Context: an optimization exercise on an open-source flow, tuned for small area, a short achievable clock period and few clock cycles per item. The choices shown serve that exercise and are no tape-out recipe.
No functional check of the RTL was part of any run shown here.
Power and IR drop assume default switching activity.

## flow/run.sh

```bash
#!/bin/bash
# synth_recipe.tcl (not shown) runs the flow's synth.tcl, then flattens the netlist and writes it again
# the make line also repeats each setting of config.mk as NAME=value (left out here)
make -C /OpenROAD-flow-scripts/flow DESIGN_CONFIG=/design/flow/config.mk WORK_HOME=/design/flow/orfs CLKGATE_MAP_FILE= SYNTH_SCRIPT=/design/flow/synth_recipe.tcl finish
```

## flow/constraint.sdc

```tcl
create_clock -name core_clock -period 6.0 [get_ports {clock}]
set_input_delay 1.2000 -clock core_clock [delete_from_list [all_inputs] [get_ports {clock}]]
set_output_delay 1.2000 -clock core_clock [all_outputs]
set_load 0.01 [all_outputs]
```

## flow/design.v

```verilog
`timescale 1ns/100ps
module cache_controller (
    input clock,
    input reset,
    input read,
    input write,
    input [7:0] address,
    input [7:0] writedata,
    input mem_BUSY,
    input [31:0] mem_readdata,
    output [7:0] readdata,
    output reg mem_read, mem_write,
    output reg BUSY,
    output reg [5:0] mem_address,
    output reg [31:0] mem_writedata
);
    reg        cache_VALID [7:0];
    reg        cache_DIRTY [7:0];
    reg [2:0]  cache_TAG   [7:0];
    reg [31:0] cache_DATA  [7:0];
    integer i;
    wire [2:0] idx = address[4:2];
    wire       req = read | write;
    wire        VALID = cache_VALID[idx];
    wire        DIRTY = cache_DIRTY[idx];
    wire [2:0]  TAG   = cache_TAG[idx];
    wire [31:0] DATA  = cache_DATA[idx];
    wire        HIT   = VALID && (TAG == address[7:5]);
    reg done;
    wire idle = !(mem_read | mem_write | done);
    wire [2:0] lidx = mem_address[2:0];
    reg  [3:0] bsel;
    assign readdata = ({8{bsel[0]}} & mem_writedata[7:0])   |
                      ({8{bsel[1]}} & mem_writedata[15:8])  |
                      ({8{bsel[2]}} & mem_writedata[23:16]) |
                      ({8{bsel[3]}} & mem_writedata[31:24]);
    wire miss_clean = idle && req && !HIT && !(VALID && DIRTY);
    wire miss_dirty = idle && req && !HIT && VALID && DIRTY;
    always @(posedge clock or posedge reset) begin
        if (reset) begin
            mem_read  <= 1'b0;
            mem_write <= 1'b0;
            done      <= 1'b0;
        end else begin
            mem_read  <= miss_clean | (mem_write & !mem_BUSY) | (mem_read & mem_BUSY);
            mem_write <= miss_dirty | (mem_write & mem_BUSY);
            done      <= (idle & req & HIT) | (mem_read & !mem_BUSY);
        end
    end
    always @(posedge clock) begin
        BUSY <= mem_read ? mem_BUSY : !(idle & HIT);
        mem_writedata <= mem_read ? mem_readdata : DATA;
        bsel <= 4'b0001 << address[1:0];
        mem_address[2:0] <= idx;
        mem_address[5:3] <= ((idle & VALID & DIRTY) | (mem_write & mem_BUSY)) ? TAG : address[7:5];
    end
    always @(posedge clock) begin
        if (reset) begin
            for (i = 0; i < 8; i = i + 1) begin
                cache_VALID[i] <= 1'b0;
                cache_DIRTY[i] <= 1'b0;
            end
        end else if (mem_read) begin
            cache_VALID[lidx] <= 1'b1;
            cache_DIRTY[lidx] <= 1'b0;
            cache_TAG[lidx]   <= address[7:5];
        end else if (done && write) begin
            cache_DIRTY[lidx] <= 1'b1;
        end
    end
    always @(posedge clock) begin
        if (mem_read) begin
            cache_DATA[lidx] <= mem_readdata;
        end else if (done && write) begin
            if (bsel[0]) cache_DATA[lidx][7:0]   <= writedata;
            if (bsel[1]) cache_DATA[lidx][15:8]  <= writedata;
            if (bsel[2]) cache_DATA[lidx][23:16] <= writedata;
            if (bsel[3]) cache_DATA[lidx][31:24] <= writedata;
        end
    end
endmodule
```

## flow/config.mk

```make
export PLATFORM = sky130hd
export DESIGN_NAME = cache_controller
export DESIGN_NICKNAME = cache_controller
export VERILOG_FILES = /design/flow/design.v
export SDC_FILE = /design/flow/constraint.sdc
export NUM_CORES = 4
export LEC_CHECK = 0
export CAP_MARGIN = 20
export CORE_MARGIN = 2
export CORE_UTILIZATION = 60
export CTS_BUF_LIST = sky130_fd_sc_hd__clkbuf_8
export CTS_CLUSTER_DIAMETER = 50
export CTS_CLUSTER_SIZE = 15
export PLACE_DENSITY = 0.75
export SETUP_SLACK_MARGIN = 3.5
export SLEW_MARGIN = 20
```

==> run summary, run 1 <==
power per cell area=342 nW/um^2; largest net degree at the start of global routing=44; Cells after Synth=734; final hold viol count=0; All-Layer GR Usage=26.2%; Seq pwr share=55.7%; nets=905; total wire length=30.7 mm; DRC Markers=0; CP cell instances=buf_12, a22oi_2, nand2_1, buf_2; syn avg cell area=18.2 um^2; period utilisation layout=46.9%; Final setup viols=0; Iter 0 DRT Violations=589; Worst Path Arrival=1610 ps; synth warn=1; Detail Route Antenna Nets=0; count of cell types in the netlist=34; Hold Worst Slack=457 ps; Max-slew headroom=47.6%; via count=7220; initial antenna violation count=0; status=complete, no violations; switching power share of the total=27.8%; 1st-pass router iterations=6; Net Switching=1.50 mW; clk root buf=clkbuf_8; most common cell after layout, fill and taps aside=edfxtp_1; H-tree levels=1; HP Class=reg -> reg; post-route setup TNS=0 ps; fraction of registers with async set/reset=0.877%; TritonCTS clock tree=yes; Area Growth Syn to Fin=17.3%; CP Class=reg -> out; Core Box Area=21900 um^2; Clock Power Share=26.5%; Tmin final=2810 ps; Layout Skew=20.8 ps; Primary FF master, synth=edfxtp_1; max incr delay on CP=380 ps; row count=54; layout cell share with drive strength beyond 1=30.6%; input/output buffers=101; slowest CP cell=dfxtp_4; first-pass GRT wire length=45.5 mm; synthesized flop and latch total=342; routed vias/inst=6.25; Startpoint Class=register; Achievable Freq=356 MHz; EDFF count, synth=288; antenna cell count=0; cts bufs inserted=31; Final Slew Violations=0; CTS Hold Buffers Added=0; worst vdd ir=0.000222 V; worst slew pin tran=783 ps; GPL Wtd Cong=0.775; RSZ-0062 raised after global routing=yes; max-cap violations=0; CP delay by family, top=flip-flops; syn nets=787; worst skew pair latency=570 ps; sequential-to-total area share from yosys stat=72.8%; Post-DP HPWL=19.7 mm; die outline width=153 um; CP endpoint kind=primary output; wire per inst=26.6 um; Logic pwr share=17.8%; Worst Path Buf+Inv=2; clock-pin transition on the worst setup and hold timing paths=80 ps; # IOs=102; Int Pwr=3.88 mW; Max Root-Sink Buffers=3; critical path data required time=4800 ps; vias in the first global route=7454; clock sinks=342; Leak=5.41 nW; Netlist Area Pre-Place=13400 um^2; die area=23500 um^2; global route overflow=0; Die Span Y=153 um; effective utilization at floorplan=61.1%; most frequent cells in the layout=edfxtp_1, mux4_2, clkdlybuf4s50_1; worst-path maximum fanout=4
==> metal layers <==
layer	wire length (um)	global-route usage (%)	part of all wire, %	up-vias
met5	0	0	0	-
met4	660	6.20	2.1	0
met3	2780	4.99	9.1	49
met2	15200	44.5	50	335
met1	12100	35.7	39	3705
li1	-	-	-	3131
==> registers in the layout, summed over array words and instances (netlist names), 4 cells and up <==
name           count
bsel               4
cache_DATA       256
cache_DIRTY        8
cache_TAG         24
cache_VALID        8
mem_address        6
mem_writedata     32
==> final timing paths <==
kind / from / endpoint / slack [ps] / cells past startpoint
setup / recovery: bsel[3] / readdata[6] / 3190 / 4
setup reg to reg: mem_read / cache_DATA[0][24] / 3680 / 4
hold / removal: cache_VALID[5] / cache_VALID[5] / 460 / 1
min in group asynchronous: reset / mem_read / 910 / 2
hold reg to reg: cache_VALID[5] / cache_VALID[5] / 460 / 1
max in group asynchronous: reset / mem_read / 4840 / 2
==> what timing repair did <==
item | 4_1_cts | 5_1_grt
buffers inserted | 16 | 0
pin swaps | 12 | 6
resized for setup | 184 | 5
endpoints found under the setup margin | 624 | 14
endpoints found under the hold margin | 0 | 0
gates cloned | 1 | 0
==> power by group through the flow <==
stage	combinational [mW]	clock (mW)	sequential [mW]
final	0.956	1.43	2.99
after global routing	1.02	1.54	3.00
after CTS	0.953	1.45	2.99
after detailed placement	0.909	0	3.07
after global placement	0.888	0	3.05
after floorplan	0.441	0	3.00
==> stage by stage <==
stage                     instance area [um^2]  setup WS (ps)  total power [mW]  util, %  cells
after floorplan                          13500           3300              3.44        -    734
after global placement                   14600           2130              3.94     66.8   1082
after detailed placement                 14600           2080              3.97     66.8   1082
after CTS                                15700           3190              5.39     71.7   1156
after global routing                     15700           3140              5.56     71.7   1156
final                                    15700           3190              5.38     71.7   1156
==> worst register-to-register path, stage by stage (launching register included) <==
cell,delay [ps]
dfrtp_4,410
buf_4,260
buf_4,500
a21oi_2,260
nor2_2,520
==> cells by family (layout without fill, tap and decap cells) <==
group,count (synthesis),count (layout),synth area share (%)
xor gates and xnor gates,2,2,0.131
muxes,148,148,18.3
DFF,342,342,72.8
buffers and inverters,43,185,1.36
and+or+nand+nor,121,121,3.72
AOI/OAI and AO/OA,78,78,3.68
==> final cells by class <==
class | instances | area (um^2)
inverter | 6 | 23.8
fill | 1327 | 6190
sequential | 342 | 9790
clock inverter | 23 | 208
tap | 280 | 350
clock buffer | 34 | 468
multi-input combinational | 349 | 3680
timing repair buffer | 122 | 1190
==> Yosys cell counts (2+ instances only) <==
library cell    n  area share [%]
edfxtp_1      288              65
mux4_2         72              12
nor2_1         55             1.5
dfxtp_1        51             7.6
nand2_1        50             1.4
o21ai_0        42             1.6
mux2i_1        39             2.9
mux2_2         35             2.9
clkbuf_1       19            0.53
a22oi_1        17            0.95
buf_2          10            0.37
a21o_1          8            0.45
buf_1           7            0.20
inv_1           5            0.14
a21oi_1         4            0.15
nor2b_1         4            0.19
a22o_1          3            0.20
dfrtp_1         3            0.56
nand3b_1        3            0.17
mux2i_4         2            0.34
o31ai_1         2            0.11
or3_1           2           0.093
xnor2_1         2            0.13
==> run 2, diff against run 1 <==
--- a/flow/config.mk
+++ b/flow/config.mk
@@ -9,7 +9,7 @@
 export CORE_MARGIN = 2
 export CORE_UTILIZATION = 60
-export CTS_BUF_LIST = sky130_fd_sc_hd__clkbuf_8
-export CTS_CLUSTER_DIAMETER = 50
-export CTS_CLUSTER_SIZE = 15
+export CTS_BUF_LIST = sky130_fd_sc_hd__clkbuf_16
+export CTS_CLUSTER_DIAMETER = 60
+export CTS_CLUSTER_SIZE = 25
 export PLACE_DENSITY = 0.75
 export SETUP_SLACK_MARGIN = 3.5
==> run 2 against run 1 <==
Compared with the run above: still clean; via count grew 0.55%; cell area up 1.3%; maximum frequency increased by 1.5%; non-clock buffer count is 5 higher; sequential power barely moved; hold slack got worse by 2.1 ps; synthesized area unchanged; largest cell class unchanged.
==> run summary, run 2 <==
Post-synth top cells=edfxtp_1, mux4_2, nor2_1, dfxtp_1, nand2_1; Logic pwr share=17.6%; most numerous cell in the Yosys netlist=edfxtp_1; critical path data required time=4800 ps; die outline width=153 um; initial antenna violation count=1; count of cell types in the netlist=34; All-Layer GR Usage=26.4%; Netlist Area Pre-Place=13400 um^2; worst slew pin tran=698 ps; 1st-pass router iterations=5; row count=54; Detail Route Antenna Nets=0; Worst Path Arrival=1570 ps; Worst Hold Depth=1; register bank with the most flops=cache_DATA; worst vdd ir=0.000194 V; Startpoint Class=register; Clock Power Share=28.6%; clock-pin transition on the worst setup and hold timing paths=80 ps; Max Root-Sink Buffers=3; syn avg cell area=18.2 um^2; CP Class=reg -> out; area of the multi-input gates=3730 um^2; cts bufs inserted=22; Core Box Area=21900 um^2; Yosys top cell area share=64.6%; H-tree levels=1; synthesized flop and latch total=342; effective utilization at floorplan=61.1%; Cells after Synth=734; Hold Worst Slack=455 ps; Iter 0 DRT Violations=695; synth warn=1; Layout Skew=16.6 ps; Tmin final=2770 ps; period utilisation layout=46.2%; global route overflow=0; RSZ-0062 raised after global routing=yes; HP Class=reg -> reg; final hold viol count=0; sequential-to-total area share from yosys stat=72.8%; most common cell after layout, fill and taps aside=edfxtp_1; total wire length=31.1 mm; max incr delay on CP=380 ps; vias in the first global route=7367; Leak=5.47 nW; FF+latch area=9780 um^2; min-delay src=cache_VALID[1]; reg2reg setup slack=3670 ps; post-route setup TNS=0 ps; cell taking the most area after synthesis=edfxtp_1; status=complete, no violations; Largest regs=cache_DATA (256), mem_writedata (32), cache_TAG (24); first-pass GRT wire length=45.7 mm; Primary FF master, synth=edfxtp_1; Net Switching=1.54 mW; syn nets=787; Achievable Freq=361 MHz; Die Span Y=153 um; Hold Path End=cache_VALID[1]; die area=23500 um^2; CP endpoint kind=primary output; clock sinks=342; wire per inst=27.2 um; Post-DP HPWL=19.7 mm; fraction of registers with async set/reset=0.877%; DRC Markers=0; worst-path maximum fanout=5; Int Pwr=4.01 mW; worst skew pair latency=530 ps; # IOs=102; via count=7260; most frequent cells in the layout=edfxtp_1, mux4_2, clkdlybuf4s50_1; flip-flop count of the largest register after layout=256; power per cell area=349 nW/um^2; Seq pwr share=53.8%; largest net degree at the start of global routing=44; max-cap violations=0; layout cell share with drive strength beyond 1=29.5%; routed vias/inst=6.35; Reg-to-Reg Start=mem_read; ranking of synthesized cells by area=edfxtp_1, mux4_2, dfxtp_1; Final setup viols=0; GPL Wtd Cong=0.775; clk root buf=clkbuf_16; Final Slew Violations=0; FF-to-FF path depth=4; RR Endpoint=cache_DATA[0][11]; EDFF count, synth=288; CP cell instances=buf_12, a22oi_2, nand2_1, buf_2; Max-slew headroom=53.3%; TritonCTS clock tree=yes; switching power share of the total=27.7%; Area Growth Syn to Fin=18.9%; antenna cell count=0; nets=901; slowest CP cell=dfxtp_4; # fillers=1279; input/output buffers=101
## run 2: cell counts after synthesis
No cell type changed its count.
## run 2: kinds of logic (layout without fill, tap and decap cells)
group / Yosys count / in the layout / share of synthesized area (%)
XOR/XNOR: 2 / 2 / 0.131
AND/OR/NAND/NOR: 121 / 121 / 3.72
buffers and inverters: 43 / 173 / 1.36
multiplexers: 148 / 148 / 18.3
flip-flops: 342 / 342 / 72.8
AO/OA/AOI/OAI: 78 / 78 / 3.68
## run 2: power by group through the flow
stage	clock (mW)	sequential, mW	combinational (mW)
floorplan	0	3.00	0.441
global placement	0	3.05	0.888
detailed placement	0	3.07	0.909
CTS	1.60	2.99	0.957
global route	1.69	3.00	1.04
finish	1.58	2.99	0.976
## run 2: critical path: cells and delay by family, from the launching register on
| family | cells | cell delay (ps) |
|---|---|---|
| AO/OA/AOI/OAI | 1 | 280 |
| buffers and inverters | 2 | 280 |
| flip-flops | 1 | 380 |
| AND/OR/NAND/NOR | 1 | 100 |
## run 2: through the flow
stage	std cells	area (um^2)	utilization [%]	power [mW]	setup WS [ps]
2_1_floorplan	734	13500	-	3.44	3300
3_3_place_gp	1082	14600	66.8	3.94	2130
3_5_place_dp	1082	14600	66.8	3.97	2080
4_1_cts	1139	15800	72.0	5.54	3240
5_1_grt	1144	15900	72.7	5.73	3170
6_report	1144	15900	72.7	5.55	3230
## run 2: how the worst max path moves through the flow
stage                     startpoint        endpoint  slack (ps)  cells after the start
after floorplan           address[3]  mem_address[3]        3300                      6
after global placement    address[3]        mem_read        2130                      7
after detailed placement  address[3]        mem_read        2080                      7
after CTS                    bsel[2]     readdata[7]        3240                      4
after global routing         bsel[2]     readdata[6]        3170                      4
final                        bsel[2]     readdata[6]        3230                      4
## run 2: cell type report
class	instances	area share [%]
inverter	6	0.149
tap	280	2.20
clock inverter	16	0.904
sequential	342	61.5
timing repair buffer	127	8.02
clock buffer	24	3.77
multi-input combinational	349	23.5
## run 2: layer usage
metal | global-route usage (%) | routed length, um | vias to the layer above
met1 | 37.1 | 12000 | 3709
met5 | 0 | 0 | -
met4 | 6.60 | 625 | 0
li1 | - | - | 3133
met2 | 43.6 | 15300 | 371
met3 | 5.13 | 3100 | 47
## run 2: timing repair
item                                    4_1_cts  5_1_grt
gates cloned                                  1        1
gates resized for setup                     177       24
endpoints found under the setup margin      624      133
pin swaps                                     9        9
buffers inserted                             16        4
hold buffers                                  0        0
==> run 3, diff against run 2 <==
--- a/flow/design.v
+++ b/flow/design.v
@@ -9,5 +9,5 @@
     input mem_BUSY,
     input [31:0] mem_readdata,
-    output [7:0] readdata,
+    output reg [7:0] readdata,
     output reg mem_read, mem_write,
     output reg BUSY,
@@ -19,20 +19,41 @@
     reg [2:0]  cache_TAG   [7:0];
     reg [31:0] cache_DATA  [7:0];
-    integer i;
+    integer i, b;
     wire [2:0] idx = address[4:2];
     wire       req = read | write;
-    wire        VALID = cache_VALID[idx];
-    wire        DIRTY = cache_DIRTY[idx];
-    wire [2:0]  TAG   = cache_TAG[idx];
-    wire [31:0] DATA  = cache_DATA[idx];
-    wire        HIT   = VALID && (TAG == address[7:5]);
+    reg [7:0] line_oh;
+    reg [3:0] byte_oh;
+    always @(*) begin
+        for (i = 0; i < 8; i = i + 1) line_oh[i] = (idx == i);
+        for (b = 0; b < 4; b = b + 1) byte_oh[b] = (address[1:0] == b);
+    end
+    reg        VALID, DIRTY, HIT;
+    reg [2:0]  TAG;
+    reg [31:0] DATA;
+    reg [7:0]  cache_byte, mem_byte;
+    always @(*) begin
+        VALID = 1'b0;
+        DIRTY = 1'b0;
+        HIT   = 1'b0;
+        TAG   = 3'd0;
+        DATA  = 32'd0;
+        for (i = 0; i < 8; i = i + 1) begin
+            VALID = VALID | (line_oh[i] & cache_VALID[i]);
+            DIRTY = DIRTY | (line_oh[i] & cache_DIRTY[i]);
+            HIT   = HIT   | (line_oh[i] & cache_VALID[i] & (cache_TAG[i] == address[7:5]));
+            TAG   = TAG   | ({3{line_oh[i]}} & cache_TAG[i]);
+            DATA  = DATA  | ({32{line_oh[i]}} & cache_DATA[i]);
+        end
+        cache_byte = 8'd0;
+        mem_byte   = 8'd0;
+        for (b = 0; b < 4; b = b + 1)
+            cache_byte = cache_byte | ({8{byte_oh[b]}} & DATA[8*b +: 8]);
+        for (b = 0; b < 4; b = b + 1)
+            mem_byte = mem_byte | ({8{byte_oh[b]}} & mem_readdata[8*b +: 8]);
+    end
     reg done;
     wire idle = !(mem_read | mem_write | done);
     wire [2:0] lidx = mem_address[2:0];
-    reg  [3:0] bsel;
-    assign readdata = ({8{bsel[0]}} & mem_writedata[7:0])   |
-                      ({8{bsel[1]}} & mem_writedata[15:8])  |
-                      ({8{bsel[2]}} & mem_writedata[23:16]) |
-                      ({8{bsel[3]}} & mem_writedata[31:24]);
+    reg  [1:0] bsel;
     wire miss_clean = idle && req && !HIT && !(VALID && DIRTY);
     wire miss_dirty = idle && req && !HIT && VALID && DIRTY;
@@ -50,6 +71,7 @@
     always @(posedge clock) begin
         BUSY <= mem_read ? mem_BUSY : !(idle & HIT);
-        mem_writedata <= mem_read ? mem_readdata : DATA;
-        bsel <= 4'b0001 << address[1:0];
+        readdata <= mem_read ? mem_byte : cache_byte;
+        mem_writedata <= DATA;
+        bsel <= address[1:0];
         mem_address[2:0] <= idx;
         mem_address[5:3] <= ((idle & VALID & DIRTY) | (mem_write & mem_BUSY)) ? TAG : address[7:5];
@@ -73,8 +95,10 @@
             cache_DATA[lidx] <= mem_readdata;
         end else if (done && write) begin
-            if (bsel[0]) cache_DATA[lidx][7:0]   <= writedata;
-            if (bsel[1]) cache_DATA[lidx][15:8]  <= writedata;
-            if (bsel[2]) cache_DATA[lidx][23:16] <= writedata;
-            if (bsel[3]) cache_DATA[lidx][31:24] <= writedata;
+            case (bsel)
+                2'd0: cache_DATA[lidx][7:0]   <= writedata;
+                2'd1: cache_DATA[lidx][15:8]  <= writedata;
+                2'd2: cache_DATA[lidx][23:16] <= writedata;
+                default: cache_DATA[lidx][31:24] <= writedata;
+            endcase
         end
     end
--- a/flow/config.mk
+++ b/flow/config.mk
@@ -9,8 +9,8 @@
 export CORE_MARGIN = 2
 export CORE_UTILIZATION = 60
-export CTS_BUF_LIST = sky130_fd_sc_hd__clkbuf_16
-export CTS_CLUSTER_DIAMETER = 60
-export CTS_CLUSTER_SIZE = 25
+export CTS_BUF_LIST = sky130_fd_sc_hd__clkbuf_8
+export CTS_CLUSTER_DIAMETER = 50
+export CTS_CLUSTER_SIZE = 15
 export PLACE_DENSITY = 0.75
-export SETUP_SLACK_MARGIN = 3.5
+export SETUP_SLACK_MARGIN = 3.8
 export SLEW_MARGIN = 20
==> run 3 against run 2 <==
Compared with the run above: clock skew rose by 16 ps; count of clock-buffer cells in the layout is 13 higher; register-to-register slack gained 140 ps; total power is 1.5% higher; global-route usage up 7.4 points; sequential share of layout area is 7.5 points lower; first-iteration DRC count up 71%; combinational power rose by 16%.
==> run summary, run 3 <==
status=complete, no violations; max incr delay on CP=380 ps; Most common cell on crit path=buf_16; Net Switching=1.64 mW; clock-pin transition on the worst setup and hold timing paths=90 ps; FF-to-FF path depth=6; # IOs=102; CP Class=in -> reg; Reg-to-Reg Start=mem_read; CP endpoint kind=register; Worst Path Arrival=2820 ps; FF+latch area=9910 um^2; Cells after Synth=897; Layout Skew=32.2 ps; routed vias/inst=6.60; DRC Markers=0; wire per inst=30.1 um; # fillers=1262; Final Slew Violations=0; Primary FF master, synth=edfxtp_1; first-pass GRT wire length=59.4 mm; Area Growth Syn to Fin=29.1%; RSZ-0062 raised after global routing=yes; Netlist Area Pre-Place=14200 um^2; input/output buffers=101; cell taking the most area after synthesis=edfxtp_1; 1st-pass router iterations=5; Clock Power Share=28.4%; Worst Hold Depth=1; post-route setup TNS=0 ps; clock sinks=348; syn nets=950; register bank with the most flops=cache_DATA; Int Pwr=3.99 mW; largest net degree at the start of global routing=33; row count=56; flip-flop count of the largest register after layout=256; Core Box Area=23300 um^2; Worst Path Buf+Inv=2; most frequent cells in the layout=edfxtp_1, buf_4, mux2_4, clkdlybuf4s50_1; Final setup viols=0; Startpoint Class=input pin; worst skew pair latency=570 ps; most common cell after layout, fill and taps aside=edfxtp_1; cts bufs inserted=34; Worst path depth=7; H-tree levels=2; sequential-to-total area share from yosys stat=69.4%; critical path data required time=6430 ps; area of the multi-input gates=5060 um^2; synthesized flop and latch total=348; initial antenna violation count=0; vias in the first global route=9038; total wire length=42.6 mm; die area=24900 um^2; synth warn=1; Largest regs=cache_DATA (256), mem_writedata (32), cache_TAG (24); reg2reg setup slack=3810 ps; Detail Route Antenna Nets=0; final hold viol count=0; antenna cell count=0; effective utilization at floorplan=60.9%; Tmin final=2380 ps; die outline width=158 um; fraction of registers with async set/reset=0.862%; nets=1122; Max-slew headroom=37.8%; Max Root-Sink Buffers=3; Logic pwr share=20.1%; EDFF count, synth=288; HP Class=reg -> reg; global route overflow=0; max-cap violations=0; clk root buf=clkbuf_8; Hold Path End=cache_VALID[2]; most numerous cell in the Yosys netlist=edfxtp_1; switching power share of the total=29.1%; via count=9331; Leak=6.55 nW; Power, Total=5.63 mW; worst vdd ir=0.000240 V; Post-synth top cells=edfxtp_1, mux2_2, nor2_1, dfxtp_1, nand2_1; layout cell share with drive strength beyond 1=41.8%; syn avg cell area=15.8 um^2; CP cell instances=buf_16, buf_16, mux4_2, mux2i_1, a21o_1, o41ai_4, mux2_2; Post-DP HPWL=25.2 mm; Die Span Y=158 um; slowest CP cell=mux2_2; TritonCTS clock tree=yes; Iter 0 DRT Violations=1189; RR Endpoint=readdata[1]; Achievable Freq=420 MHz; count of cell types in the netlist=73; CP delay by family, top=multiplexers; worst slew pin tran=930 ps; min-delay src=cache_VALID[2]; period utilisation layout=39.7%; Seq pwr share=51.5%; Yosys top cell area share=60.8%; power per cell area=307 nW/um^2; All-Layer GR Usage=33.8%; ranking of synthesized cells by area=edfxtp_1, dfxtp_1, mux2_2; worst-path maximum fanout=5; GPL Wtd Cong=0.896
==> run 3: cell types whose count changed after synthesis, moves of 8 or more <==
cell | before | now
mux4_2 | 72 | 25
mux2_2 | 35 | 79
o21ai_0 | 42 | 17
nor2_1 | 55 | 77
xor2_1 | 0 | 21
o22ai_1 | 1 | 21
a221oi_1 | 0 | 11
a221o_1 | 0 | 9
a31oi_1 | 0 | 8
buf_2 | 10 | 18
inv_1 | 5 | 13
==> run 3: kinds of logic after synthesis <==
family          synth area share (%)
flops                           69.4
simple gates                    5.78
compound gates                  7.52
mux                             13.6
buf+inv                         2.25
xor+xnor                        1.48
==> run 3: worst max-delay path by stage <==
stage,start,end
after CTS,address[3],mem_address[4]
after global placement,address[2],readdata[6]
after global routing,address[3],mem_address[4]
final,address[3],mem_address[4]
after floorplan,address[3],readdata[0]
after detailed placement,address[2],mem_address[4]
==> run 3: through the flow <==
stage,cells,util [%],area [um^2],hold WS [ps],setup WS (ps)
2_1_floorplan,897,-,14900,441,3320
3_3_place_gp,1280,68.2,15900,452,2200
3_5_place_dp,1280,68.2,15900,464,2130
4_1_cts,1383,75.9,17700,487,3630
5_1_grt,1414,78.7,18400,492,3570
6_report,1414,78.7,18400,481,3620
==> run 3: final cells by class <==
type | count | share of cell area, %
inverter | 16 | 0.429
timing repair buffer | 182 | 11.8
clock buffer | 37 | 2.77
multi-input combinational | 487 | 27.6
clock inverter | 25 | 1.23
tap | 319 | 2.17
sequential | 348 | 54.0
==> run 3: worst register-to-register path: stages, from the launching register on <==
cell and delay (ps):
dfrtp_1 370, buf_4 110, buf_4 460, inv_1 470, nand2_1 240, nor2_1 100, a221o_1 340
==> run 3: power groups by stage <==
stage	clock network [mW]	registers, mW	logic (mW)
floorplan	0	2.93	0.519
global placement	0	2.93	0.876
detailed placement	0	2.94	0.887
CTS	1.59	2.89	1.00
global route	1.68	2.91	1.17
finish	1.60	2.90	1.13
==> run 3: what timing repair did <==
action / in CTS / in global routing
gates cloned: 12 / 1
endpoints found under the setup margin: 651 / 230
gates resized for setup: 390 / 83
pin swaps: 17 / 26
setup buffers: 29 / 30
hold buffers: 0 / 0
==> run 3: metal layers <==
metal | wire length [um] | GRT usage, % | vias to the layer above
li1 | - | - | 3852
met1 | 15800 | 45.8 | 4671
met2 | 20300 | 53.8 | 674
met3 | 4580 | 7.28 | 134
met4 | 1900 | 14.3 | 0
met5 | 0 | 0 | -
==> run 4, diff against run 3 <==
==> flow/flow/run.sh (new file) <==
#!/bin/bash
# Standard layout, with the ports buffered by a small plain buffer instead of
# the delay cell buffer_ports picks by default.
cp standard.sh standard_sh_copy.log
export BUFFER_PORTS_ARGS="-buffer_cell sky130_fd_sc_hd__buf_2"
bash standard.sh > standard.log 2>&1
==> flow/standard.sh (new file) <==
#!/bin/bash
# synth_recipe.tcl (not shown) runs the flow's synth.tcl, then flattens the netlist and writes it again
# the make line also repeats each setting of config.mk as NAME=value (left out here)
make -C /OpenROAD-flow-scripts/flow DESIGN_CONFIG=/design/flow/config.mk WORK_HOME=/design/flow/orfs CLKGATE_MAP_FILE= SYNTH_SCRIPT=/design/flow/synth_recipe.tcl "${@:-finish}"
--- a/flow/config.mk
+++ b/flow/config.mk
@@ -13,4 +13,4 @@
 export CTS_CLUSTER_SIZE = 15
 export PLACE_DENSITY = 0.75
-export SETUP_SLACK_MARGIN = 3.8
+export SETUP_SLACK_MARGIN = 3.7
 export SLEW_MARGIN = 20
removed: flow/run.sh
==> run 4 against run 3 <==
Compared with the run above: total power is 5.7% lower; setup slack worse by 5.0 ps; cell count is 3.3% lower; via count is 5.0% lower; first-iteration DRC count is 24% lower; global-route usage is 2.7 points lower; critical path type unchanged; largest cell class unchanged.
==> run summary, run 4 <==
GPL Wtd Cong=0.878; Final setup viols=0; Clock Power Share=28.9%; largest net degree at the start of global routing=42; area of the multi-input gates=4590 um^2; clk root buf=clkbuf_8; initial antenna violation count=0; synthesized flop and latch total=348; Cells after Synth=897; Core Box Area=23300 um^2; input/output buffers=101; Area Growth Syn to Fin=18.2%; Largest regs=cache_DATA (256), mem_writedata (32), cache_TAG (24); syn avg cell area=15.8 um^2; via count=8863; Post-DP HPWL=23.9 mm; ranking of synthesized cells by area=edfxtp_1, dfxtp_1, mux2_2; most common cell after layout, fill and taps aside=edfxtp_1; most numerous cell in the Yosys netlist=edfxtp_1; CP endpoint kind=register; flip-flop count of the largest register after layout=256; final hold viol count=0; RSZ-0062 raised after global routing=yes; clock sinks=348; Worst Path Buf+Inv=2; Die Span Y=158 um; wire per inst=28.4 um; CP cell instances=bufbuf_16, buf_8, mux4_2, nand2_2, nand2_2, mux2_4, a221o_1; Yosys top cell area share=60.8%; switching power share of the total=28.3%; FF+latch area=9880 um^2; Post-synth top cells=edfxtp_1, mux2_2, nor2_1, dfxtp_1, nand2_1; worst vdd ir=0.000291 V; Worst Path Arrival=2830 ps; first-pass GRT wire length=55.0 mm; worst slew pin tran=744 ps; layout cell share with drive strength beyond 1=37.8%; Tmin final=2390 ps; die outline width=158 um; syn nets=950; vias in the first global route=8394; slowest CP cell=mux4_2; register bank with the most flops=cache_DATA; fraction of registers with async set/reset=0.862%; period utilisation layout=39.8%; Most common cell on crit path=nand2_2; TritonCTS clock tree=yes; Primary FF master, synth=edfxtp_1; DRC Markers=0; Logic pwr share=17.0%; 1st-pass router iterations=7; total wire length=38.8 mm; Net Switching=1.50 mW; Iter 0 DRT Violations=907; EDFF count, synth=288; cell taking the most area after synthesis=edfxtp_1; count of cell types in the netlist=73; cts bufs inserted=34; Achievable Freq=419 MHz; nets=1076; setup ws final=3610 ps; status=complete, no violations; Netlist Area Pre-Place=14200 um^2; Place WS=2090 ps; # IOs=102; Seq pwr share=54.2%; Int Pwr=3.81 mW; H-tree levels=2; max-cap violations=0; CP Class=in -> reg; Layout Skew=30.4 ps; CP delay by family, top=multiplexers; All-Layer GR Usage=31.1%; clock-pin transition on the worst setup and hold timing paths=90 ps; Final Slew Violations=0; worst-path maximum fanout=5; routed vias/inst=6.48; Startpoint Class=input pin; critical path data required time=6440 ps; # fillers=1483; sequential-to-total area share from yosys stat=69.4%; row count=56; HP Class=reg -> reg; power per cell area=316 nW/um^2; Detail Route Antenna Nets=0; global route overflow=0; post-route setup TNS=0 ps; most frequent cells in the layout=edfxtp_1, buf_2, mux2_2; Max Root-Sink Buffers=3; Leak=5.96 nW; die area=24900 um^2; Max-slew headroom=50.2%; max incr delay on CP=500 ps; antenna cell count=0; synth warn=1; effective utilization at floorplan=60.9%; worst skew pair latency=560 ps
## run 4: cell counts after synthesis
No cell type changed its count.
## run 4: layout make-up
cell class / count / share of cell area, %
repair buffers: 136 / 6.86
clock inverters: 23 / 1.07
flip-flops and latches: 348 / 58.8
inverters: 16 / 0.462
clock buffers: 38 / 3.11
well taps: 319 / 2.38
multi-input cells: 487 / 27.3
## run 4: what timing repair did
action                     CTS  global route
setup endpoints to repair  350           120
hold buffers                 0             0
cloned                       6             1
resized for setup           74            33
setup buffers               17             7
pin swaps                    5             7
## run 4: cell families (layout without fill, tap and decap cells)
family	after synthesis	count (layout)	synth area share (%)
DFF	348	348	69.4
buffers and inverters	62	213	2.25
AOI/OAI and AO/OA	142	142	7.52
and+or+nand+nor	179	179	5.78
muxes	142	142	13.6
xor gates and xnor gates	24	24	1.48
## run 4: metal layers
layer  GRT usage, %  wire length (um)
met5              0                 0
met2           49.2             18500
met3           5.75              3830
met4           10.8              1380
met1           44.1             15100
## run 4: per-stage QoR
stage / instance area, um^2 / utilization, % / instances / hold slack, ps / total power, mW
2_1_floorplan: 14700 / - / 897 / 441 / 3.43
3_3_place_gp: 15200 / 65.2 / 1275 / 451 / 3.69
3_5_place_dp: 15200 / 65.2 / 1275 / 463 / 3.71
4_1_cts: 16600 / 71.0 / 1359 / 488 / 5.26
5_1_grt: 16800 / 72.0 / 1367 / 516 / 5.44
6_report: 16800 / 72.0 / 1367 / 499 / 5.31
## run 4: path summary, 6_finish.rpt
check                                from               end  slack [ps]  cells after the start
max in group asynchronous           reset         mem_write        4970                      2
min                        cache_VALID[4]    cache_VALID[4]         500                      1
max                            address[3]       readdata[0]        3610                      7
max reg2reg                mem_address[1]  cache_DATA[5][7]        3830                      3
min reg2reg                cache_VALID[4]    cache_VALID[4]         500                      1
min in group asynchronous           reset          mem_read         670                      2
## run 4: power by group through the flow
stage	clock network (mW)	logic [mW]	registers, mW
2_1_floorplan	0	0.495	2.93
3_3_place_gp	0	0.766	2.93
3_5_place_dp	0	0.777	2.93
4_1_cts	1.53	0.854	2.87
5_1_grt	1.62	0.941	2.89
6_report	1.53	0.900	2.88

==> separate check: timing with driven ports <==
No port has a modelled driver above. Below, the same layouts with a new extraction and two added sets of constraints.
Step 1 assumes that a clkbuf_16 drives the clock port and a buf_2 every other input.
Step 2, shift: input delay + t, output delay - t, t = (earliest + latest rising clock arrival at the registers) / 2. This alone moves slack from input paths to output paths.
Slacks: ideal / step 1 / step 2; pairs: ideal / step 1.
| run | t (ns) | setup WS [ns] | worst setup path after step 2 | clock arrival spread, ns |
|---|---|---|---|---|
| run 1 | 0.601 | 3.189 / 3.149 / 2.838 | input to register | 0.022 / 0.022 |
| run 2 | 0.569 | 3.230 / 3.182 / 2.885 | input to register | 0.018 / 0.018 |
| run 3 | 0.601 | 3.618 / 3.475 / 2.874 | input to register | 0.032 / 0.033 |
| run 4 | 0.590 | 3.613 / 3.413 / 2.823 | input to register | 0.031 / 0.032 |
After both steps setup and hold are still met in every run listed. The setup slack of run 4, which loses most, moves by -0.200 ns with the drivers and by -0.790 ns with both steps.
